From an optimization exercise on the open Yosys and OpenROAD flow, aimed at small area; shortcuts taken in it are not production practice. In this exercise RTL edits were held to simulation tests only and were not proved equivalent to the original. Power is estimated from default activity; no workload was simulated.

==> flow/design.v <==
module router(clk, reset, polarity,
N_S_di_v0, N_S_di_v1, N_S_si_v0, N_S_si_v1, N_S_ri_v0, N_S_ri_v1, S_N_do_v0, S_N_do_v1, S_N_so_v0, S_N_so_v1, S_N_ro_v0, S_N_ro_v1,
S_N_di_v0, S_N_di_v1, S_N_si_v0, S_N_si_v1, S_N_ri_v0, S_N_ri_v1, N_S_do_v0, N_S_do_v1, N_S_so_v0, N_S_so_v1, N_S_ro_v0, N_S_ro_v1,
E_W_di_v0, E_W_di_v1, E_W_si_v0, E_W_si_v1, E_W_ri_v0, E_W_ri_v1, W_E_do_v0, W_E_do_v1, W_E_so_v0, W_E_so_v1, W_E_ro_v0, W_E_ro_v1,
W_E_di_v0, W_E_di_v1, W_E_si_v0, W_E_si_v1, W_E_ri_v0, W_E_ri_v1, E_W_do_v0, E_W_do_v1, E_W_so_v0, E_W_so_v1, E_W_ro_v0, E_W_ro_v1,
pedi_v0, pedi_v1, pesi_v0, pesi_v1, peri_v0, peri_v1, pedo_v0, pedo_v1, peso_v0, peso_v1, pero_v0, pero_v1
);
input clk, reset;
output reg polarity;
input [63:0] N_S_di_v0, N_S_di_v1, S_N_di_v0, S_N_di_v1, E_W_di_v0, E_W_di_v1, W_E_di_v0, W_E_di_v1, pedi_v0, pedi_v1;
input N_S_si_v0, N_S_si_v1, S_N_si_v0, S_N_si_v1, E_W_si_v0, E_W_si_v1, W_E_si_v0, W_E_si_v1, pesi_v0, pesi_v1;
output reg N_S_ri_v0, N_S_ri_v1, S_N_ri_v0, S_N_ri_v1, E_W_ri_v0, E_W_ri_v1, W_E_ri_v0, W_E_ri_v1, peri_v0, peri_v1;
output [63:0] N_S_do_v0, N_S_do_v1, S_N_do_v0, S_N_do_v1, E_W_do_v0, E_W_do_v1, W_E_do_v0, W_E_do_v1, pedo_v0, pedo_v1;
output reg N_S_so_v0, N_S_so_v1, S_N_so_v0, S_N_so_v1, E_W_so_v0, E_W_so_v1, W_E_so_v0, W_E_so_v1, peso_v0, peso_v1;
input N_S_ro_v0, N_S_ro_v1, S_N_ro_v0, S_N_ro_v1, E_W_ro_v0, E_W_ro_v1, W_E_ro_v0, W_E_ro_v1, pero_v0, pero_v1;
reg [57:0] ns0, ns1, sn0, sn1;
reg [61:0] ew0, ew1, we0, we1;
reg [62:0] pe0, pe1;
reg full_ns0, full_ns1, full_sn0, full_sn1, full_ew0, full_ew1, full_we0, full_we1, full_pe0, full_pe1;
wire nsx0 = |N_S_di_v0[55:52], nsx1 = |N_S_di_v1[55:52];
wire snx0 = |S_N_di_v0[55:52], snx1 = |S_N_di_v1[55:52];
always @(posedge clk) begin
  ns0 <= ({58{N_S_ri_v0}} & {N_S_di_v0[62], N_S_di_v0[61] & ~nsx0, N_S_di_v0[60:56], N_S_di_v0[51:50], N_S_di_v0[49] | nsx0, N_S_di_v0[47:0]}) | ({58{full_ns0}} & ns0);
  ns1 <= ({58{N_S_ri_v1}} & {N_S_di_v1[62], N_S_di_v1[61] & ~nsx1, N_S_di_v1[60:56], N_S_di_v1[51:50], N_S_di_v1[49] | nsx1, N_S_di_v1[47:0]}) | ({58{full_ns1}} & ns1);
  sn0 <= ({58{S_N_ri_v0}} & {S_N_di_v0[62], S_N_di_v0[61] | snx0, S_N_di_v0[60:56], S_N_di_v0[51:50], S_N_di_v0[49] | snx0, S_N_di_v0[47:0]}) | ({58{full_sn0}} & sn0);
  sn1 <= ({58{S_N_ri_v1}} & {S_N_di_v1[62], S_N_di_v1[61] | snx1, S_N_di_v1[60:56], S_N_di_v1[51:50], S_N_di_v1[49] | snx1, S_N_di_v1[47:0]}) | ({58{full_sn1}} & sn1);
  ew0 <= ({62{E_W_ri_v0}} & {E_W_di_v0[62:56], E_W_di_v0[55:53], E_W_di_v0[51:0]}) | ({62{full_ew0}} & ew0);
  ew1 <= ({62{E_W_ri_v1}} & {E_W_di_v1[62:56], E_W_di_v1[55:53], E_W_di_v1[51:0]}) | ({62{full_ew1}} & ew1);
  we0 <= ({62{W_E_ri_v0}} & {W_E_di_v0[62:56], W_E_di_v0[55:53], W_E_di_v0[51:0]}) | ({62{full_we0}} & we0);
  we1 <= ({62{W_E_ri_v1}} & {W_E_di_v1[62:56], W_E_di_v1[55:53], W_E_di_v1[51:0]}) | ({62{full_we1}} & we1);
  pe0 <= ({63{peri_v0}} & pedi_v0[62:0]) | ({63{full_pe0}} & pe0);
  pe1 <= ({63{peri_v1}} & pedi_v1[62:0]) | ({63{full_pe1}} & pe1);
end
wire [62:0] vns0 = {ns0[57:51], 4'b0000, 1'b0, ns0[50:0]};
wire [62:0] vns1 = {ns1[57:51], 4'b0000, 1'b0, ns1[50:0]};
wire [62:0] vsn0 = {sn0[57:51], 4'b0000, 1'b0, sn0[50:0]};
wire [62:0] vsn1 = {sn1[57:51], 4'b0000, 1'b0, sn1[50:0]};
wire [62:0] vew0 = {ew0[61:55], 1'b0, ew0[54:0]};
wire [62:0] vew1 = {ew1[61:55], 1'b0, ew1[54:0]};
wire [62:0] vwe0 = {we0[61:55], 1'b0, we0[54:0]};
wire [62:0] vwe1 = {we1[61:55], 1'b0, we1[54:0]};
wire [62:0] vpe0 = pe0, vpe1 = pe1;
wire ns0_ns = ~N_S_ri_v0 & vns0[61] & ~(vns0[51:48] == 4'b0000),  ns0_pe = ~N_S_ri_v0 & (vns0[51:48] == 4'b0000);
wire ns1_ns = ~N_S_ri_v1 & vns1[61] & ~(vns1[51:48] == 4'b0000),  ns1_pe = ~N_S_ri_v1 & (vns1[51:48] == 4'b0000);
wire sn0_sn = ~S_N_ri_v0 & ~vsn0[61] & ~(vsn0[51:48] == 4'b0000), sn0_pe = ~S_N_ri_v0 & (vsn0[51:48] == 4'b0000);
wire sn1_sn = ~S_N_ri_v1 & ~vsn1[61] & ~(vsn1[51:48] == 4'b0000), sn1_pe = ~S_N_ri_v1 & (vsn1[51:48] == 4'b0000);
wire ew0_ew = ~E_W_ri_v0 & ~vew0[62] & ~(vew0[55:52] == 4'b0000);
wire ew0_sn = ~E_W_ri_v0 & (vew0[55:52] == 4'b0000) & ~vew0[61] & ~(vew0[51:48] == 4'b0000);
wire ew0_ns = ~E_W_ri_v0 & (vew0[55:52] == 4'b0000) &  vew0[61] & ~(vew0[51:48] == 4'b0000);
wire ew0_pe = ~E_W_ri_v0 & (vew0[55:52] == 4'b0000) & (vew0[51:48] == 4'b0000);
wire ew1_ew = ~E_W_ri_v1 & ~vew1[62] & ~(vew1[55:52] == 4'b0000);
wire ew1_sn = ~E_W_ri_v1 & (vew1[55:52] == 4'b0000) & ~vew1[61] & ~(vew1[51:48] == 4'b0000);
wire ew1_ns = ~E_W_ri_v1 & (vew1[55:52] == 4'b0000) &  vew1[61] & ~(vew1[51:48] == 4'b0000);
wire ew1_pe = ~E_W_ri_v1 & (vew1[55:52] == 4'b0000) & (vew1[51:48] == 4'b0000);
wire we0_we = ~W_E_ri_v0 & vwe0[62] & ~(vwe0[55:52] == 4'b0000);
wire we0_sn = ~W_E_ri_v0 & (vwe0[55:52] == 4'b0000) & ~vwe0[61] & ~(vwe0[51:48] == 4'b0000);
wire we0_ns = ~W_E_ri_v0 & (vwe0[55:52] == 4'b0000) &  vwe0[61] & ~(vwe0[51:48] == 4'b0000);
wire we0_pe = ~W_E_ri_v0 & (vwe0[55:52] == 4'b0000) & (vwe0[51:48] == 4'b0000);
wire we1_we = ~W_E_ri_v1 & vwe1[62] & ~(vwe1[55:52] == 4'b0000);
wire we1_sn = ~W_E_ri_v1 & (vwe1[55:52] == 4'b0000) & ~vwe1[61] & ~(vwe1[51:48] == 4'b0000);
wire we1_ns = ~W_E_ri_v1 & (vwe1[55:52] == 4'b0000) &  vwe1[61] & ~(vwe1[51:48] == 4'b0000);
wire we1_pe = ~W_E_ri_v1 & (vwe1[55:52] == 4'b0000) & (vwe1[51:48] == 4'b0000);
wire pe0_ew = ~peri_v0 & ~vpe0[62] & ~(vpe0[55:52] == 4'b0000);
wire pe0_we = ~peri_v0 &  vpe0[62] & ~(vpe0[55:52] == 4'b0000);
wire pe0_sn = ~peri_v0 & (vpe0[55:52] == 4'b0000) & ~vpe0[61] & ~(vpe0[51:48] == 4'b0000);
wire pe0_ns = ~peri_v0 & (vpe0[55:52] == 4'b0000) &  vpe0[61] & ~(vpe0[51:48] == 4'b0000);
wire pe1_ew = ~peri_v1 & ~vpe1[62] & ~(vpe1[55:52] == 4'b0000);
wire pe1_we = ~peri_v1 &  vpe1[62] & ~(vpe1[55:52] == 4'b0000);
wire pe1_sn = ~peri_v1 & (vpe1[55:52] == 4'b0000) & ~vpe1[61] & ~(vpe1[51:48] == 4'b0000);
wire pe1_ns = ~peri_v1 & (vpe1[55:52] == 4'b0000) &  vpe1[61] & ~(vpe1[51:48] == 4'b0000);
wire oew0_a = ew0_ew, oew0_b = ~ew0_ew & pe0_ew;
wire oew1_a = ew1_ew, oew1_b = ~ew1_ew & pe1_ew;
wire owe0_a = we0_we, owe0_b = ~we0_we & pe0_we;
wire owe1_a = we1_we, owe1_b = ~we1_we & pe1_we;
wire osn0_a = sn0_sn, osn0_b = ~sn0_sn & we0_sn, osn0_c = ~sn0_sn & ~we0_sn & ew0_sn, osn0_d = ~sn0_sn & ~we0_sn & ~ew0_sn & pe0_sn;
wire osn1_a = sn1_sn, osn1_b = ~sn1_sn & we1_sn, osn1_c = ~sn1_sn & ~we1_sn & ew1_sn, osn1_d = ~sn1_sn & ~we1_sn & ~ew1_sn & pe1_sn;
wire ons0_a = ns0_ns, ons0_b = ~ns0_ns & we0_ns, ons0_c = ~ns0_ns & ~we0_ns & ew0_ns, ons0_d = ~ns0_ns & ~we0_ns & ~ew0_ns & pe0_ns;
wire ons1_a = ns1_ns, ons1_b = ~ns1_ns & we1_ns, ons1_c = ~ns1_ns & ~we1_ns & ew1_ns, ons1_d = ~ns1_ns & ~we1_ns & ~ew1_ns & pe1_ns;
wire ope0_a = ns0_pe, ope0_b = ~ns0_pe & we0_pe, ope0_c = ~ns0_pe & ~we0_pe & ew0_pe, ope0_d = ~ns0_pe & ~we0_pe & ~ew0_pe & sn0_pe;
wire ope1_a = ns1_pe, ope1_b = ~ns1_pe & we1_pe, ope1_c = ~ns1_pe & ~we1_pe & ew1_pe, ope1_d = ~ns1_pe & ~we1_pe & ~ew1_pe & sn1_pe;
wire rew0 = ew0_ew | pe0_ew, rew1 = ew1_ew | pe1_ew;
wire rwe0 = we0_we | pe0_we, rwe1 = we1_we | pe1_we;
wire rsn0 = sn0_sn | we0_sn | ew0_sn | pe0_sn, rsn1 = sn1_sn | we1_sn | ew1_sn | pe1_sn;
wire rns0 = ns0_ns | we0_ns | ew0_ns | pe0_ns, rns1 = ns1_ns | we1_ns | ew1_ns | pe1_ns;
wire rpe0 = ns0_pe | we0_pe | ew0_pe | sn0_pe, rpe1 = ns1_pe | we1_pe | ew1_pe | sn1_pe;
reg [61:0] oew0, oew1, owe0, owe1;
reg [57:0] osn0, osn1, ons0, ons1;
reg [54:0] ope0, ope1;
wire hew0 = E_W_so_v0 & ~reset;
wire sew0_a = ~E_W_so_v0 & oew0_a;
wire sew0_b = ~E_W_so_v0 & oew0_b;
wire [62:0] mew0 = ({63{sew0_a}} & vew0) | ({63{sew0_b}} & vpe0);
wire hew1 = E_W_so_v1 & ~reset;
wire sew1_a = ~E_W_so_v1 & oew1_a;
wire sew1_b = ~E_W_so_v1 & oew1_b;
wire [62:0] mew1 = ({63{sew1_a}} & vew1) | ({63{sew1_b}} & vpe1);
wire hwe0 = W_E_so_v0 & ~reset;
wire swe0_a = ~W_E_so_v0 & owe0_a;
wire swe0_b = ~W_E_so_v0 & owe0_b;
wire [62:0] mwe0 = ({63{swe0_a}} & vwe0) | ({63{swe0_b}} & vpe0);
wire hwe1 = W_E_so_v1 & ~reset;
wire swe1_a = ~W_E_so_v1 & owe1_a;
wire swe1_b = ~W_E_so_v1 & owe1_b;
wire [62:0] mwe1 = ({63{swe1_a}} & vwe1) | ({63{swe1_b}} & vpe1);
wire hsn0 = S_N_so_v0 & ~reset;
wire ssn0_a = ~S_N_so_v0 & osn0_a;
wire ssn0_b = ~S_N_so_v0 & osn0_b;
wire ssn0_c = ~S_N_so_v0 & osn0_c;
wire ssn0_d = ~S_N_so_v0 & osn0_d;
wire [62:0] msn0 = ({63{ssn0_a}} & vsn0) | ({63{ssn0_b}} & vwe0) | ({63{ssn0_c}} & vew0) | ({63{ssn0_d}} & vpe0);
wire hsn1 = S_N_so_v1 & ~reset;
wire ssn1_a = ~S_N_so_v1 & osn1_a;
wire ssn1_b = ~S_N_so_v1 & osn1_b;
wire ssn1_c = ~S_N_so_v1 & osn1_c;
wire ssn1_d = ~S_N_so_v1 & osn1_d;
wire [62:0] msn1 = ({63{ssn1_a}} & vsn1) | ({63{ssn1_b}} & vwe1) | ({63{ssn1_c}} & vew1) | ({63{ssn1_d}} & vpe1);
wire hns0 = N_S_so_v0 & ~reset;
wire sns0_a = ~N_S_so_v0 & ons0_a;
wire sns0_b = ~N_S_so_v0 & ons0_b;
wire sns0_c = ~N_S_so_v0 & ons0_c;
wire sns0_d = ~N_S_so_v0 & ons0_d;
wire [62:0] mns0 = ({63{sns0_a}} & vns0) | ({63{sns0_b}} & vwe0) | ({63{sns0_c}} & vew0) | ({63{sns0_d}} & vpe0);
wire hns1 = N_S_so_v1 & ~reset;
wire sns1_a = ~N_S_so_v1 & ons1_a;
wire sns1_b = ~N_S_so_v1 & ons1_b;
wire sns1_c = ~N_S_so_v1 & ons1_c;
wire sns1_d = ~N_S_so_v1 & ons1_d;
wire [62:0] mns1 = ({63{sns1_a}} & vns1) | ({63{sns1_b}} & vwe1) | ({63{sns1_c}} & vew1) | ({63{sns1_d}} & vpe1);
wire hpe0 = peso_v0 & ~reset;
wire spe0_a = ~peso_v0 & ope0_a;
wire spe0_b = ~peso_v0 & ope0_b;
wire spe0_c = ~peso_v0 & ope0_c;
wire spe0_d = ~peso_v0 & ope0_d;
wire [62:0] mpe0 = ({63{spe0_a}} & vns0) | ({63{spe0_b}} & vwe0) | ({63{spe0_c}} & vew0) | ({63{spe0_d}} & vsn0);
wire hpe1 = peso_v1 & ~reset;
wire spe1_a = ~peso_v1 & ope1_a;
wire spe1_b = ~peso_v1 & ope1_b;
wire spe1_c = ~peso_v1 & ope1_c;
wire spe1_d = ~peso_v1 & ope1_d;
wire [62:0] mpe1 = ({63{spe1_a}} & vns1) | ({63{spe1_b}} & vwe1) | ({63{spe1_c}} & vew1) | ({63{spe1_d}} & vsn1);
always @(posedge clk) oew0 <= ({62{hew0}} & oew0) | {mew0[61:48], mew0[47:0]};
always @(posedge clk) oew1 <= ({62{hew1}} & oew1) | {mew1[61:48], mew1[47:0]};
always @(posedge clk) owe0 <= ({62{hwe0}} & owe0) | {mwe0[61:48], mwe0[47:0]};
always @(posedge clk) owe1 <= ({62{hwe1}} & owe1) | {mwe1[61:48], mwe1[47:0]};
always @(posedge clk) osn0 <= ({58{hsn0}} & osn0) | {msn0[62], msn0[60:56], msn0[51:0]};
always @(posedge clk) osn1 <= ({58{hsn1}} & osn1) | {msn1[62], msn1[60:56], msn1[51:0]};
always @(posedge clk) ons0 <= ({58{hns0}} & ons0) | {mns0[62], mns0[60:56], mns0[51:0]};
always @(posedge clk) ons1 <= ({58{hns1}} & ons1) | {mns1[62], mns1[60:56], mns1[51:0]};
always @(posedge clk) ope0 <= ({55{hpe0}} & ope0) | {mpe0[62:56], mpe0[47:0]};
always @(posedge clk) ope1 <= ({55{hpe1}} & ope1) | {mpe1[62:56], mpe1[47:0]};
assign E_W_do_v0 = {2'b00, oew0};
assign E_W_do_v1 = {2'b10, oew1};
assign W_E_do_v0 = {2'b01, owe0};
assign W_E_do_v1 = {2'b11, owe1};
assign S_N_do_v0 = {1'b0, osn0[57], 1'b0, osn0[56:52], 4'b0000, osn0[51:0]};
assign S_N_do_v1 = {1'b1, osn1[57], 1'b0, osn1[56:52], 4'b0000, osn1[51:0]};
assign N_S_do_v0 = {1'b0, ons0[57], 1'b1, ons0[56:52], 4'b0000, ons0[51:0]};
assign N_S_do_v1 = {1'b1, ons1[57], 1'b1, ons1[56:52], 4'b0000, ons1[51:0]};
assign pedo_v0 = {1'b0, ope0[54:48], 8'h00, ope0[47:0]};
assign pedo_v1 = {1'b1, ope1[54:48], 8'h00, ope1[47:0]};
wire p0 = ~polarity;   
wire p1 = polarity;    
wire lew0 = p1 & ~E_W_so_v0 & rew0, lew1 = p0 & ~E_W_so_v1 & rew1;
wire lwe0 = p1 & ~W_E_so_v0 & rwe0, lwe1 = p0 & ~W_E_so_v1 & rwe1;
wire lsn0 = p1 & ~S_N_so_v0 & rsn0, lsn1 = p0 & ~S_N_so_v1 & rsn1;
wire lns0 = p1 & ~N_S_so_v0 & rns0, lns1 = p0 & ~N_S_so_v1 & rns1;
wire lpe0 = p1 & ~peso_v0 & rpe0,   lpe1 = p0 & ~peso_v1 & rpe1;
wire fns0 = (lns0 & ons0_a) | (lpe0 & ope0_a);
wire fns1 = (lns1 & ons1_a) | (lpe1 & ope1_a);
wire fsn0 = (lsn0 & osn0_a) | (lpe0 & ope0_d);
wire fsn1 = (lsn1 & osn1_a) | (lpe1 & ope1_d);
wire few0 = (lew0 & oew0_a) | (lsn0 & osn0_c) | (lns0 & ons0_c) | (lpe0 & ope0_c);
wire few1 = (lew1 & oew1_a) | (lsn1 & osn1_c) | (lns1 & ons1_c) | (lpe1 & ope1_c);
wire fwe0 = (lwe0 & owe0_a) | (lsn0 & osn0_b) | (lns0 & ons0_b) | (lpe0 & ope0_b);
wire fwe1 = (lwe1 & owe1_a) | (lsn1 & osn1_b) | (lns1 & ons1_b) | (lpe1 & ope1_b);
wire fpe0 = (lew0 & oew0_b) | (lwe0 & owe0_b) | (lsn0 & osn0_d) | (lns0 & ons0_d);
wire fpe1 = (lew1 & oew1_b) | (lwe1 & owe1_b) | (lsn1 & osn1_d) | (lns1 & ons1_d);
always @(posedge clk) begin
  if (reset) begin
    polarity <= 1'b0;
    N_S_ri_v0 <= 1'b1; N_S_ri_v1 <= 1'b1; S_N_ri_v0 <= 1'b1; S_N_ri_v1 <= 1'b1;
    E_W_ri_v0 <= 1'b1; E_W_ri_v1 <= 1'b1; W_E_ri_v0 <= 1'b1; W_E_ri_v1 <= 1'b1;
    peri_v0 <= 1'b1; peri_v1 <= 1'b1;
    N_S_so_v0 <= 1'b0; N_S_so_v1 <= 1'b0; S_N_so_v0 <= 1'b0; S_N_so_v1 <= 1'b0;
    E_W_so_v0 <= 1'b0; E_W_so_v1 <= 1'b0; W_E_so_v0 <= 1'b0; W_E_so_v1 <= 1'b0;
    peso_v0 <= 1'b0; peso_v1 <= 1'b0;
  end else begin
    polarity <= ~polarity;
    N_S_ri_v0 <= N_S_ri_v0 ? ~(p0 & ~N_S_di_v0[63] & N_S_si_v0) : fns0;
    N_S_ri_v1 <= N_S_ri_v1 ? ~(p1 &  N_S_di_v1[63] & N_S_si_v1) : fns1;
    S_N_ri_v0 <= S_N_ri_v0 ? ~(p0 & ~S_N_di_v0[63] & S_N_si_v0) : fsn0;
    S_N_ri_v1 <= S_N_ri_v1 ? ~(p1 &  S_N_di_v1[63] & S_N_si_v1) : fsn1;
    E_W_ri_v0 <= E_W_ri_v0 ? ~(p0 & ~E_W_di_v0[63] & E_W_si_v0) : few0;
    E_W_ri_v1 <= E_W_ri_v1 ? ~(p1 &  E_W_di_v1[63] & E_W_si_v1) : few1;
    W_E_ri_v0 <= W_E_ri_v0 ? ~(p0 & ~W_E_di_v0[63] & W_E_si_v0) : fwe0;
    W_E_ri_v1 <= W_E_ri_v1 ? ~(p1 &  W_E_di_v1[63] & W_E_si_v1) : fwe1;
    peri_v0   <= peri_v0   ? ~(p0 & ~pedi_v0[63]   & pesi_v0)   : fpe0;
    peri_v1   <= peri_v1   ? ~(p1 &  pedi_v1[63]   & pesi_v1)   : fpe1;
    E_W_so_v0 <= E_W_so_v0 ? ~(p0 & E_W_ro_v0) : lew0;
    E_W_so_v1 <= E_W_so_v1 ? ~(p1 & E_W_ro_v1) : lew1;
    W_E_so_v0 <= W_E_so_v0 ? ~(p0 & W_E_ro_v0) : lwe0;
    W_E_so_v1 <= W_E_so_v1 ? ~(p1 & W_E_ro_v1) : lwe1;
    S_N_so_v0 <= S_N_so_v0 ? ~(p0 & S_N_ro_v0) : lsn0;
    S_N_so_v1 <= S_N_so_v1 ? ~(p1 & S_N_ro_v1) : lsn1;
    N_S_so_v0 <= N_S_so_v0 ? ~(p0 & N_S_ro_v0) : lns0;
    N_S_so_v1 <= N_S_so_v1 ? ~(p1 & N_S_ro_v1) : lns1;
    peso_v0   <= peso_v0   ? ~(p0 & pero_v0)   : lpe0;
    peso_v1   <= peso_v1   ? ~(p1 & pero_v1)   : lpe1;
  end
end
always @(posedge clk) begin
  full_ns0 <= ~reset & (N_S_ri_v0 ? (p0 & ~N_S_di_v0[63] & N_S_si_v0) : ~fns0);
  full_ns1 <= ~reset & (N_S_ri_v1 ? (p1 & N_S_di_v1[63] & N_S_si_v1) : ~fns1);
  full_sn0 <= ~reset & (S_N_ri_v0 ? (p0 & ~S_N_di_v0[63] & S_N_si_v0) : ~fsn0);
  full_sn1 <= ~reset & (S_N_ri_v1 ? (p1 & S_N_di_v1[63] & S_N_si_v1) : ~fsn1);
  full_ew0 <= ~reset & (E_W_ri_v0 ? (p0 & ~E_W_di_v0[63] & E_W_si_v0) : ~few0);
  full_ew1 <= ~reset & (E_W_ri_v1 ? (p1 & E_W_di_v1[63] & E_W_si_v1) : ~few1);
  full_we0 <= ~reset & (W_E_ri_v0 ? (p0 & ~W_E_di_v0[63] & W_E_si_v0) : ~fwe0);
  full_we1 <= ~reset & (W_E_ri_v1 ? (p1 & W_E_di_v1[63] & W_E_si_v1) : ~fwe1);
  full_pe0 <= ~reset & (peri_v0 ? (p0 & ~pedi_v0[63] & pesi_v0) : ~fpe0);
  full_pe1 <= ~reset & (peri_v1 ? (p1 & pedi_v1[63] & pesi_v1) : ~fpe1);
end
endmodule
==> flow/flow/run.sh <==
#!/bin/bash
# Own layout flow: the standard flow (standard.sh, which runs the standard
# synthesis unchanged) with these ORFS settings changed:
#  - port buffers (one per port, as in the standard flow) use the smallest
#    buffer cell instead of the default choice;
#  - clock tree synthesis uses larger sink clusters and no dummy loads.
# Each tool's full output stays in the ORFS logs under orfs/logs; make's own
# output goes to flow_make.log in this folder.
set -euo pipefail
cd "$(dirname "$0")/.."
bash standard.sh \
  "BUFFER_PORTS_ARGS=-buffer_cell sky130_fd_sc_hd__buf_1" \
  "CTS_ARGS=-sink_clustering_enable -repair_clock_nets -dont_use_dummy_load -sink_clustering_size 20 -sink_clustering_max_diameter 80" \
  finish > flow_make.log 2>&1
==> flow/constraint.sdc <==
create_clock -name core_clock -period 4.0 [get_ports {clk}]
set_input_delay 0.8000 -clock core_clock [delete_from_list [all_inputs] [get_ports {clk}]]
set_output_delay 0.8000 -clock core_clock [all_outputs]
set_load 0.01 [all_outputs]
==> flow/standard.sh <==
#!/bin/bash
# synth_recipe.tcl (not shown) runs the flow's synth.tcl, then flattens the netlist and writes it again
# the make line also repeats each setting of config.mk as NAME=value (left out here)
make -C /OpenROAD-flow-scripts/flow DESIGN_CONFIG=/design/flow/config.mk WORK_HOME=/design/flow/orfs CLKGATE_MAP_FILE= SYNTH_SCRIPT=/design/flow/synth_recipe.tcl "${@:-finish}"
==> flow/config.mk <==
export PLATFORM = sky130hd
export DESIGN_NAME = router
export DESIGN_NICKNAME = router
export VERILOG_FILES = /design/flow/design.v
export SDC_FILE = /design/flow/constraint.sdc
export NUM_CORES = 4
export LEC_CHECK = 0
export CAP_MARGIN = 20
export CORE_AREA = 5 5 445 445
export DIE_AREA = 0 0 450 450
export SLEW_MARGIN = 20
==> impl_metrics.csv, run 1 <==
group,metric,value,unit
synthesis,syn_area_per_cell,10.2,µm²
finish,final_common_cell,"buf_1",
critical_path,end_kind,"flip-flop",
timing,fin_setup_tns,0,ns
die,die_area,203000,µm²
routing,routedWlPerCell,32.0,µm
global_route,grt_usage,0.236,
timing,finalSetupViolations,0,
timing,rsz0062_at_grt,"false",
timing,finalCritPeriodShare,0.775,
cts,clk_latency,0.73,ns
placement,numPortBuffers,1264,
timing,finalMaxSlewViolations,0,
synthesis,synth-edff-count,0,
timing,max_freq,323,MHz
synthesis,synth_seq_cells,1227,
die,die_x,450,µm
finish,layout_common_cells,"buf_1, dfxtp_1, nand2_1",
critical_path,required,4.59,ns
die,fp-row-count,161,
run,drv_cap,0,
placement,place_area,52100,µm²
synthesis,synthXorXnorAreaFrac,0,
global_route,grt_pass1_vias,43200,
finish,layout.nets,6086,
synthesis,syn_area,44400,µm²
synthesis,synth_area_leaders,"dfxtp_1, a222oi_1, a22o_1",
routing,ant_nets,0,
placement,globalplace.congestion,0.931,
synthesis,dominantRegCellSynth,"dfxtp_1",
synthesis,synth_top_family_by_area,"compound AO/OA/AOI/OAI gates",
global_route,gr-total-overflow,0,
timing,fin_skew,0.103,ns
pwr,intPower,0.0177,W
cts,clockBufferDepth,3,
routing,drt_iter0_markers,9798,
timing,finalHoldViolations,0,
pwr,p_per_area,458,nW/µm²
die,coreArea,193000,µm²
global_route,grt_max_degree,64,
die,start_util,0.231,
timing,whs,0.277,ns
synthesis,synthCells,4364,
pwr,power_frac_clock,0.320,
cts,cts_resized,0,
cts,cts_tree,"built",
synthesis,yosysUniqueCellTypes,62,
cts,cts_buffers,82,
placement,dp_hpwl,181000,µm
routing,vias,45800,
synthesis,synth.area.mux_share,0,
synthesis,synth_area_leader_cell,"dfxtp_1",
routing,first_pass_iters,13,
pwr,sw_frac_of_total,0.287,
hold_path,hold_path_class,"in -> reg",
global_route,antenna_found_initial,62,
cts,cts_sinks,1227,
pwr,p_leak,22.7,nW
synthesis,synth_adder_area_share,0,
synthesis,yosys.area_share.simple,0.117,
cts,postCtsHoldBufs,0,
synthesis,yosysTopAreaCellShare,0.553,
cts,post_cts_buffers,0,
critical_path,start_kind,"flip-flop",
finish,area_growth,22.3,%
critical_path,cp_data_arrival_time,3.69,ns
die,die_y,450,µm
routing,via_per_inst,5.73,
timing,worst_pin_slew,1.14,ns
finish,drive_gt1_frac,0.0509,
pwr,netSwitchingPower,0.00713,W
critical_path,crit_fanout,26,
pwr,pwr-share-comb,0.096,
timing,slew_headroom,0.240,
cts,htreeDepth,3,
cts,path_clk_slew,0.09,ns
global_route,grt_pass1_wl,347000,µm
routing,drc,0,
run_status,status,"timing/DRC/antenna clean",
die,io_pins,1323,
synthesis,synth_compound_gate_area_share,0.261,
pwr,seq_power_share,0.583,
cts,clockRootBuffer,"clkbuf_16",
pwr,total_power,0.0249,W
finish,fill_cells,20500,
synthesis,yosys_warnings,1,
synthesis,async_flop_share,0,
routing,routed_wl,256000,µm
timing,period_needed,3.10,ns
critical_path,criticalPathCategory,"reg -> reg",
finish,fin_area,54300,µm²
synthesis,ys_seq_area_frac,0.553,
pwr,peakVddDrop,0.000314,V
[cells by family after synthesis]
| group | Yosys count |
|---|---|
| AOI/OAI and AO/OA | 1258 |
| and+or+nand+nor | 1167 |
| buffers and inverters | 710 |
| DFF | 1227 |
| other | 2 |
[path summary, 6_finish.rpt]
kind	to	startpoint	cells past startpoint	slack, ns
worst max-delay path	osn1[37]	E_W_ri_v1	6	0.90
worst min register to register	sn0[48]	sn0[48]	2	0.47
worst max register to register	osn1[37]	E_W_ri_v1	6	0.90
worst min-delay path	pe1[53]	pedi_v1[53]	2	0.28
[through the flow]
stage / worst slack, ns / util / std cells
after CTS: 0.763 / 0.281 / 7948
after floorplan: 1.93 / - / 4412
after global routing: 0.771 / 0.282 / 7989
final: 0.902 / 0.282 / 7997
after detailed placement: 0.967 / 0.271 / 7866
after global placement: 1.01 / 0.271 / 7866
[power groups by stage]
stage	combinational, W	sequential [W]	clock (W)
floorplan	0.00127	0.0142	0
global placement	0.00232	0.0147	0
detailed placement	0.00235	0.0147	0
CTS	0.00237	0.0144	0.00809
global route	0.00252	0.0146	0.00851
finish	0.00239	0.0145	0.00797
[layer usage]
layer,wire length (µm),up-vias,share of wire,global-route usage
li1,-,18800,-,-
met1,84400,22300,0.33,0.263
met2,119000,3869,0.47,0.392
met3,29400,771,0.11,0.0579
met4,22500,20,0.088,0.176
met5,125,-,0.00049,0
[synth_stat cells, drive strengths merged (2+ instances only)]
master and number:
dfxtp 1227, nand2 698, a22o 605, a222oi 585, nand3 342, clkbuf 316
inv 253, buf 141, nor2 22, a21oi 18, nor4 17, o21ai 15
nor2b 14, nor3 14, or4 14, nor3b 11, nand2b 9, o31ai 6
or3 5, nor4b 4, o21a 4, a21o 3, nand3b 3, o32a 3
o32ai 3, a32o 2, and3 2, and3b 2, and4b 2, conb 2
nand4b 2, nor4bb 2, o21bai 2
[state kept, by name (all words and copies together), names as in the netlist, 58 cells and up]
signal and count:
pe0 63, ew1 62, oew0 62, pe1 63, we0 62, osn1 58, ns0 58, ons1 58
owe1 62, oew1 62, sn0 58, ns1 58, ons0 58, osn0 58, ew0 62, sn1 58
owe0 62, we1 62
[critical path, cell delays in order, from the launching register on]
cell and delay (ns):
dfxtp_4 0.48, nor4_1 0.66, nand3b_1 0.27, nor3_2 0.90
buf_4 0.43, nand2_1 0.10, nand3_1 0.10
[layout make-up]
cell class | instances | area (µm²) | area share
multi-input combinational | 2475 | 17300 | 0.318
tap | 2526 | 3160 | 0.0582
inverter | 253 | 950 | 0.0175
clock buffer | 82 | 2050 | 0.0378
sequential | 1227 | 24600 | 0.453
antenna | 49 | 123 | 0.00226
timing repair buffer | 1385 | 6120 | 0.113
==> run 2, diff against run 1 <==
==> flow/flow/run.sh (replaced) <==
#!/bin/bash
# Own layout flow: the standard flow (standard.sh, which runs the standard
# synthesis unchanged) with these ORFS settings changed:
#  - port buffers (one per port, as in the standard flow) use the smallest
#    buffer cell instead of the default choice;
#  - clock tree synthesis uses larger sink clusters and no dummy loads;
set -euo pipefail
cd "$(dirname "$0")/.."
bash standard.sh \
  "BUFFER_PORTS_ARGS=-buffer_cell sky130_fd_sc_hd__buf_1" \
  "CTS_ARGS=-sink_clustering_enable -repair_clock_nets -dont_use_dummy_load -sink_clustering_size 24 -sink_clustering_max_diameter 80" \
  "PLACE_PINS_ARGS=-min_distance 1 -min_distance_in_tracks" \
  finish > flow_make.log 2>&1
==> flow/config.mk (replaced) <==
export PLATFORM = sky130hd
export DESIGN_NAME = router
export DESIGN_NICKNAME = router
export VERILOG_FILES = /design/flow/design.v
export SDC_FILE = /design/flow/constraint.sdc
export NUM_CORES = 4
export LEC_CHECK = 0
export CAP_MARGIN = 0
export CORE_AREA = 5 5 315 315
export DIE_AREA = 0 0 320 320
export SLEW_MARGIN = 0
==> impl_metrics.csv, run 2 <==
group,metric,value,unit
timing,period_needed,3.14,ns
timing,finalHoldViolations,0,
cts,clockRootBuffer,"clkbuf_16",
cts,cts_resized,0,
timing,worst_pin_slew,1.18,ns
routing,routedWlPerCell,34.0,µm
synthesis,yosysUniqueCellTypes,62,
hold_path,hold_path_class,"in -> reg",
placement,pre_cts_slack,1.11,ns
global_route,grt_usage,0.420,
global_route,grt_pass1_vias,40700,
synthesis,synth-edff-count,0,
critical_path,end_kind,"primary output",
timing,slew_headroom,0.216,
global_route,grt_max_degree,64,
routing,first_pass_iters,14,
routing,via_per_inst,6.68,
synthesis,synth_area_leaders,"dfxtp_1, a222oi_1, a22o_1",
critical_path,required,3.20,ns
critical_path,cp-startpoint,"N_S_ri_v0",
hold_path,min_from,"N_S_ro_v1",
synthesis,synth_common_cells,"dfxtp_1, nand2_1, a22o_1",
placement,dp_hpwl,142000,µm
critical_path,regToRegStartpoint,"W_E_ri_v1",
routing,ant_nets,0,
placement,globalplace.congestion,0.974,
die,io_pins,1323,
finish,multi_input_area,17300,µm²
routing,drc,0,
critical_path,crit_fanout,35,
pwr,intPower,0.0167,W
cts,clockBufferDepth,3,
routing,vias,45000,
timing,finalSetupViolations,0,
critical_path,criticalPathCategory,"reg -> out",
finish,drive_gt1_frac,0.0399,
timing,finalMaxSlewViolations,0,
timing,fin_setup_tns,0,ns
finish,fill_cells,9057,
synthesis,synth_area_leader_cell,"dfxtp_1",
pwr,netSwitchingPower,0.00659,W
timing,finalCritPeriodShare,0.784,
die,start_util,0.467,
placement,numPortBuffers,1264,
cts,clk_latency,0.72,ns
finish,largestRegisters,"pe0 x63, pe1 x63",
cts,post_cts_buffers,0,
pwr,pwr-share-comb,0.099,
critical_path,cp_data_arrival_time,2.34,ns
routing,routed_wl,229000,µm
synthesis,syn_area_per_cell,10.2,µm²
finish,layout.nets,6025,
pwr,sw_frac_of_total,0.283,
die,die_x,320,µm
pwr,seq_power_share,0.616,
finish,area_growth,16.7,%
cts,cts_tree,"built",
timing,rsz0062_at_grt,"false",
cts,cts_sinks,1227,
pwr,peakVddDrop,0.000332,V
die,coreArea,95200,µm²
global_route,gr-total-overflow,0,
cts,path_clk_slew,0.10,ns
timing,fin_skew,0.0413,ns
pwr,p_per_area,450,nW/µm²
routing,drt_iter0_markers,9315,
synthesis,async_flop_share,0,
run,drv_cap,0,
die,die_area,102000,µm²
pwr,power_frac_clock,0.286,
finish,final_common_cell,"buf_1",
pwr,p_leak,22.2,nW
placement,place_inst,6567,
synthesis,syn_area,44400,µm²
cts,htreeDepth,2,
finish,layout_common_cells,"buf_1, dfxtp_1, nand2_1",
global_route,antenna_found_initial,141,
synthesis,synthCells,4364,
synthesis,yosysTopAreaCellShare,0.553,
die,fp-row-count,113,
timing,fin_ws,0.862,ns
timing,max_freq,319,MHz
finish,seqCellArea,24600,µm²
synthesis,yosys_warnings,1,
cts,cts_buffers,59,
cts,postCtsHoldBufs,0,
synthesis,dominantRegCellSynth,"dfxtp_1",
synthesis,ys_seq_area_frac,0.553,
global_route,grt_pass1_wl,316000,µm
pwr,total_power,0.0233,W
synthesis,synth_seq_cells,1227,
finish,finalNonFillerCells,6738,
critical_path,start_kind,"flip-flop",
die,die_y,320,µm
synthesis,synth.most_common_cell,"dfxtp_1",
run_status,status,"timing/DRC/antenna clean",
## run 2: cell counts after synthesis
Identical to the previous run, type by type.
## run 2: kinds of logic (layout without fill, tap and decap cells)
group | Yosys count | in the layout | synth area share
and+or+nand+nor | 1167 | 1167 | 0.117
DFF | 1227 | 1227 | 0.553
other | 2 | 162 | 0.000169
AOI/OAI and AO/OA | 1258 | 1258 | 0.261
buffers and inverters | 710 | 1659 | 0.0680
## run 2: stage by stage
stage               utilization  area (µm²)  hold slack (ns)
floorplan                     -       44600            0.440
global placement          0.527       50100            0.446
detailed placement        0.527       50100            0.451
CTS                       0.542       51600            0.216
global route              0.544       51800            0.236
finish                    0.545       51900            0.254
## run 2: final cells by class
class / count / area share
repair buffers: 1347 / 0.110
flip-flops and latches: 1227 / 0.475
diodes: 112 / 0.00540
well taps: 1265 / 0.0305
multi-input cells: 2475 / 0.333
inverters: 253 / 0.0183
clock buffers: 59 / 0.0285
## run 2: power by group through the flow
| stage | combinational, W | clock (W) | sequential, W |
|---|---|---|---|
| 3_3_place_gp | 0.00217 | 0 | 0.0146 |
| 4_1_cts | 0.00222 | 0.00668 | 0.0143 |
| 5_1_grt | 0.00241 | 0.00711 | 0.0144 |
| 6_report | 0.00230 | 0.00666 | 0.0144 |
| 3_5_place_dp | 0.00220 | 0 | 0.0146 |
| 2_1_floorplan | 0.00127 | 0 | 0.0142 |
## run 2: critical path, cell delays in order, from the launching register on
cell	delay, ns
dfxtp_4	0.71
buf_4	0.65
buf_1	0.24
## run 2: final timing paths
check,to,slack (ns),cells past startpoint
max,N_S_ri_v0,0.86,2
min reg2reg,sn1[56],0.48,2
min,N_S_so_v1,0.25,2
max reg2reg,osn1[24],1.11,6
## run 2: layer usage
layer | global-route usage | up-vias | part of all wire
met5 | 0.0227 | - | 0.0024
met1 | 0.487 | 21700 | 0.34
met2 | 0.605 | 3598 | 0.42
met4 | 0.318 | 72 | 0.093
met3 | 0.190 | 861 | 0.15
li1 | - | 18800 | -
==> run 3, diff against run 2 <==
--- a/flow/config.mk
+++ b/flow/config.mk
@@ -5,7 +5,7 @@
 export SDC_FILE = /design/flow/constraint.sdc
 export NUM_CORES = 4
 export LEC_CHECK = 0
-export CAP_MARGIN = 0
+export CAP_MARGIN = 20
 export CORE_AREA = 5 5 315 315
 export DIE_AREA = 0 0 320 320
-export SLEW_MARGIN = 0
+export SLEW_MARGIN = 20
==> impl_metrics.csv, run 3 <==
group,metric,value,unit
synthesis,dominantRegCellSynth,"dfxtp_1",
cts,postCtsHoldBufs,0,
die,die_x,320,µm
timing,finalCritPeriodShare,0.784,
cts,cts_tree,"built",
synthesis,synth_common_cells,"dfxtp_1, nand2_1, a22o_1",
routing,ant_nets,0,
timing,finalSetupViolations,0,
hold_path,hold_path_class,"in -> reg",
cts,cts_sinks,1227,
synthesis,yosysUniqueCellTypes,62,
global_route,gr-total-overflow,0,
timing,max_freq,319,MHz
routing,routedWlPerCell,34.0,µm
synthesis,yosys_warnings,1,
timing,finalMaxSlewViolations,0,
pwr,total_power,0.0233,W
hold_path,min_from,"N_S_ro_v1",
die,io_pins,1323,
die,die_y,320,µm
critical_path,crit_fanout,35,
pwr,p_leak,22.2,nW
timing,fin_setup_tns,0,ns
global_route,grt_pass1_wl,316000,µm
critical_path,end_kind,"primary output",
routing,vias,45000,
finish,drive_gt1_frac,0.0399,
routing,via_per_inst,6.68,
cts,post_cts_buffers,0,
critical_path,required,3.20,ns
run_status,status,"timing/DRC/antenna clean",
routing,first_pass_iters,14,
pwr,peakVddDrop,0.000332,V
routing,drc,0,
timing,period_needed,3.14,ns
critical_path,cp_data_arrival_time,2.34,ns
timing,slew_headroom,0.216,
run,drv_cap,0,
global_route,grt_usage,0.420,
critical_path,regToRegStartpoint,"W_E_ri_v1",
pwr,p_per_area,450,nW/µm²
die,start_util,0.467,
synthesis,synth.most_common_cell,"dfxtp_1",
die,coreArea,95200,µm²
synthesis,synth-edff-count,0,
finish,area_growth,16.7,%
cts,path_clk_slew,0.10,ns
synthesis,syn_area,44400,µm²
synthesis,synth_area_leader_cell,"dfxtp_1",
die,die_area,102000,µm²
critical_path,criticalPathCategory,"reg -> out",
finish,utilization,0.545,
critical_path,r2r_setup_slack,1.11,ns
synthesis,yosysTopAreaCellShare,0.553,
cts,clockBufferDepth,3,
synthesis,ys_seq_area_frac,0.553,
finish,final_common_cell,"buf_1",
timing,worst_pin_slew,1.18,ns
synthesis,synth_seq_cells,1227,
cts,cts_buffers,59,
placement,globalplace.congestion,0.974,
synthesis,synthCells,4364,
finish,layout_common_cells,"buf_1, dfxtp_1, nand2_1",
finish,largestRegisters,"pe0 x63, pe1 x63",
cts,clockRootBuffer,"clkbuf_16",
placement,dp_hpwl,142000,µm
cts,clk_latency,0.72,ns
global_route,grt_pass1_vias,40700,
timing,rsz0062_at_grt,"false",
global_route,antenna_found_initial,141,
critical_path,start_kind,"flip-flop",
critical_path,cp-startpoint,"N_S_ri_v0",
routing,drt_iter0_markers,9315,
synthesis,syn_area_per_cell,10.2,µm²
synthesis,async_flop_share,0,
finish,layout.nets,6025,
cts,htreeDepth,2,
die,fp-row-count,113,
cts,cts_resized,0,
placement,numPortBuffers,1264,
synthesis,synth_area_leaders,"dfxtp_1, a222oi_1, a22o_1",
routing,routed_wl,229000,µm
timing,finalHoldViolations,0,
global_route,grt_max_degree,64,
timing,fin_skew,0.0413,ns
run 3: cell counts after synthesis:
No cell type changed its count.
run 3: cells by family after synthesis:
kind of cell	share of synthesized area
buffers and inverters	0.0680
AO/OA/AOI/OAI	0.261
other	0.000169
AND/OR/NAND/NOR	0.117
flip-flops	0.553
run 3: cell type report:
class / instances / area (µm²)
inverters: 253 / 950
fillers: 9057 / 43300
diodes: 112 / 280
flip-flops and latches: 1227 / 24600
multi-input cells: 2475 / 17300
repair buffers: 1347 / 5680
clock buffers: 59 / 1480
well taps: 1265 / 1580
run 3: metrics by stage:
stage          instances  setup WS (ns)  hold slack, ns  instance area [µm²]
3_3_place_gp        6567           1.08           0.446                50100
6_report            6738          0.862           0.254                51900
4_1_cts             6626          0.872           0.216                51600
5_1_grt             6708          0.843           0.236                51800
2_1_floorplan       4412           1.93           0.440                44600
3_5_place_dp        6567           1.11           0.451                50100
run 3: where the power goes:
part           internal [W]  switching [W]  leakage (nW)
registers            0.0131        0.00123          10.1
logic              0.000969        0.00133          11.3
clock network       0.00263        0.00403         0.728
run 3: metal layers:
| layer | vias to the layer above | global-route usage | routed length, µm |
|---|---|---|---|
| li1 | 18800 | - | - |
| met1 | 21700 | 0.487 | 77200 |
| met2 | 3598 | 0.605 | 96800 |
| met3 | 861 | 0.190 | 33200 |
| met4 | 72 | 0.318 | 21200 |
| met5 | - | 0.0227 | 539 |
run 3: critical path, cell delays in order, from the launching register on:
cell and delay (ns):
dfxtp_4 0.71, buf_4 0.65, buf_1 0.24
run 3: worst paths after layout:
check,end,cells past startpoint
max reg2reg,osn1[24],6
max,N_S_ri_v0,2
min reg2reg,sn1[56],2
min,N_S_so_v1,2
==> run 4, diff against run 3 <==
--- a/flow/config.mk
+++ b/flow/config.mk
@@ -8,4 +8,6 @@
 export CAP_MARGIN = 20
 export CORE_AREA = 5 5 315 315
 export DIE_AREA = 0 0 320 320
+export GPL_TIMING_DRIVEN = 0
+export PLACE_DENSITY = 0.7
 export SLEW_MARGIN = 20
==> impl_metrics.csv, run 4 <==
group,metric,value,unit
run_status,status,"timing/DRC/antenna clean",
placement,place_inst,6944,
timing,finalSetupViolations,0,
synthesis,synthCells,4364,
cts,clk_latency,0.72,ns
critical_path,start_kind,"flip-flop",
pwr,sw_frac_of_total,0.288,
placement,numPortBuffers,1264,
global_route,grt_usage,0.437,
routing,first_pass_iters,14,
synthesis,syn_area_per_cell,10.2,µm²
timing,fin_setup_tns,0,ns
critical_path,crit_fanout,10,
cts,clockRootBuffer,"clkbuf_16",
synthesis,async_flop_share,0,
critical_path,end_kind,"flip-flop",
finish,drive_gt1_frac,0.0335,
finish,largestRegisters,"pe0 x63, pe1 x63",
cts,htreeDepth,2,
cts,cts_tree,"built",
pwr,netSwitchingPower,0.00678,W
finish,seqCellArea,24600,µm²
routing,vias,47700,
finish,layout_common_cells,"buf_1, dfxtp_1, nand2_1",
pwr,pwr-share-comb,0.112,
synthesis,ys_seq_area_frac,0.553,
cts,clockBufferDepth,3,
synthesis,yosysTopAreaCellShare,0.553,
synthesis,synth_seq_cells,1227,
pwr,p_leak,22.7,nW
pwr,power_frac_clock,0.283,
routing,routed_wl,239000,µm
synthesis,dominantRegCellSynth,"dfxtp_1",
die,die_x,320,µm
die,fp-row-count,113,
global_route,grt_max_degree,25,
die,coreArea,95200,µm²
finish,final_common_cell,"buf_1",
global_route,grt_pass1_vias,43200,
timing,finalMaxSlewViolations,0,
critical_path,cp_data_arrival_time,4.35,ns
placement,globalplace.congestion,1.05,
timing,slew_headroom,0.184,
hold_path,min_delay_path_depth,2,
routing,drc,0,
synthesis,synth.most_common_cell,"dfxtp_1",
finish,multi_input_area,17000,µm²
finish,layout.nets,6402,
timing,finalHoldViolations,0,
die,io_pins,1323,
synthesis,synth_area_leaders,"dfxtp_1, a222oi_1, a22o_1",
routing,via_per_inst,6.72,
global_route,grt_pass1_wl,328000,µm
pwr,peakVddDrop,0.000463,V
pwr,seq_power_share,0.606,
cts,postCtsHoldBufs,0,
timing,max_freq,267,MHz
synthesis,yosysUniqueCellTypes,62,
routing,ant_nets,0,
timing,finalCritPeriodShare,0.935,
critical_path,criticalPathCategory,"reg -> reg",
synthesis,synth_area_leader_cell,"dfxtp_1",
cts,cts_buffers,59,
routing,drt_iter0_markers,11400,
cts,cts_resized,0,
timing,rsz0062_at_grt,"false",
placement,dp_hpwl,174000,µm
finish,finalNonFillerCells,7098,
timing,worst_pin_slew,1.22,ns
synthesis,syn_area,44400,µm²
cts,path_clk_slew,0.10,ns
routing,routedWlPerCell,33.6,µm
global_route,gr-total-overflow,0,
global_route,antenna_found_initial,124,
synthesis,synth_common_cells,"dfxtp_1, nand2_1, a22o_1",
die,die_y,320,µm
cts,cts_sinks,1227,
timing,fin_skew,0.0689,ns
finish,area_growth,18.6,%
synthesis,yosys_warnings,1,
pwr,intPower,0.0168,W
timing,period_needed,3.74,ns
cts,post_cts_buffers,0,
finish,fill_cells,8890,
critical_path,r2r_cells,8,
die,die_area,102000,µm²
critical_path,required,4.61,ns
synthesis,synth-edff-count,0,
pwr,p_per_area,447,nW/µm²
die,start_util,0.467,
hold_path,hold_path_class,"in -> reg",
run,drv_cap,0,
[run 4: cell counts after synthesis]
No cell type changed its count.
[run 4: routing by layer]
| metal | routed length, µm | track usage |
|---|---|---|
| met5 | 449 | 0.0208 |
| met4 | 23500 | 0.341 |
| met3 | 37100 | 0.194 |
| met2 | 97700 | 0.620 |
| met1 | 80100 | 0.512 |
[run 4: worst max-delay path, stage by stage (launching register included)]
cell and delay, ns:
dfxtp_1 0.49, clkbuf_1 0.68, inv_1 0.20, o311ai_1 0.26, and4b_1 0.28, clkbuf_1 0.76, clkbuf_1 0.62, a222oi_1 0.24
inv_1 0.10
[run 4: cell type report]
type	instances	share of cell area
inverters	253	0.0180
repair buffers	1267	0.0904
diodes	95	0.00451
plain buffers	457	0.0393
flip-flops and latches	1227	0.466
clock buffers	59	0.0280
multi-input cells	2475	0.323
well taps	1265	0.0300
[run 4: final timing paths]
kind,endpoint,slack [ns],startpoint
hold reg to reg,ope1[43],0.45,sn1[43]
hold / removal,N_S_so_v1,0.28,N_S_ro_v1
setup reg to reg,owe1[45],0.26,W_E_ri_v1
setup / recovery,owe1[45],0.26,W_E_ri_v1
[run 4: logic make-up (layout without fill, tap and decap cells)]
family	Yosys count	in the layout	synth area share
AND/OR/NAND/NOR	1167	1167	0.117
AO/OA/AOI/OAI	1258	1258	0.261
other	2	145	0.000169
flip-flops	1227	1227	0.553
buffers and inverters	710	2036	0.0680
[run 4: metrics by stage]
stage          setup slack (ns)  area [µm²]  hold WS [ns]  total power, W  utilization
2_1_floorplan              1.93       44600         0.440          0.0154            -
3_3_place_gp              0.241       50900         0.446          0.0169        0.535
3_5_place_dp              0.302       51000         0.449          0.0169        0.536
4_1_cts                   0.493       52500         0.247          0.0233        0.551
5_1_grt                   0.304       52600         0.275          0.0240        0.553
6_report                  0.260       52700         0.276          0.0235        0.554
[run 4: power groups by stage]
stage               clock (W)  sequential [W]  combinational [W]
floorplan                   0          0.0142            0.00127
global placement            0          0.0144            0.00244
CTS                   0.00660          0.0142            0.00249
detailed placement          0          0.0145            0.00248
finish                0.00665          0.0143            0.00263
global route          0.00699          0.0143            0.00274

## separate check: timing with driven ports
In the flow no input, the clock included, has a driving cell. The finished layouts below were timed again as built, in two steps. Step 1 (the two cells are an assumption about what drives the block):
set clk [get_ports {clk}]
set_driving_cell -lib_cell sky130_fd_sc_hd__clkbuf_16 $clk
set_driving_cell -lib_cell sky130_fd_sc_hd__buf_2 [delete_from_list [all_inputs] $clk]
Step 2 also shifts input and output timing later by t, the mid clock arrival at the registers, as if the neighbouring blocks saw the same clock. Slacks: ideal ports / drivers / drivers and shift; pairs: ideal ports / drivers.
run | t (ns) | setup slack, ns | slew at the worst register clock pin (ns) | worst data-port slew with drivers (ns) | cell pins on the clock port's net
run 1 | 0.748 | 0.902 / 0.835 / 0.877 | 0.09 / 0.09 | 0.36 | 1
run 2 | 0.783 | 0.862 / 0.785 / 0.920 | 0.10 / 0.10 | 0.31 | 1
run 3 | 0.783 | 0.862 / 0.785 / 0.920 | 0.10 / 0.10 | 0.31 | 1
run 4 | 0.753 | 0.260 / 0.260 / 0.041 | 0.11 / 0.11 | 0.33 | 1
After both steps every run listed still meets setup and hold. For run 4, which loses most, drivers alone change the setup slack by 0.000 ns; drivers and shift together by -0.219 ns.
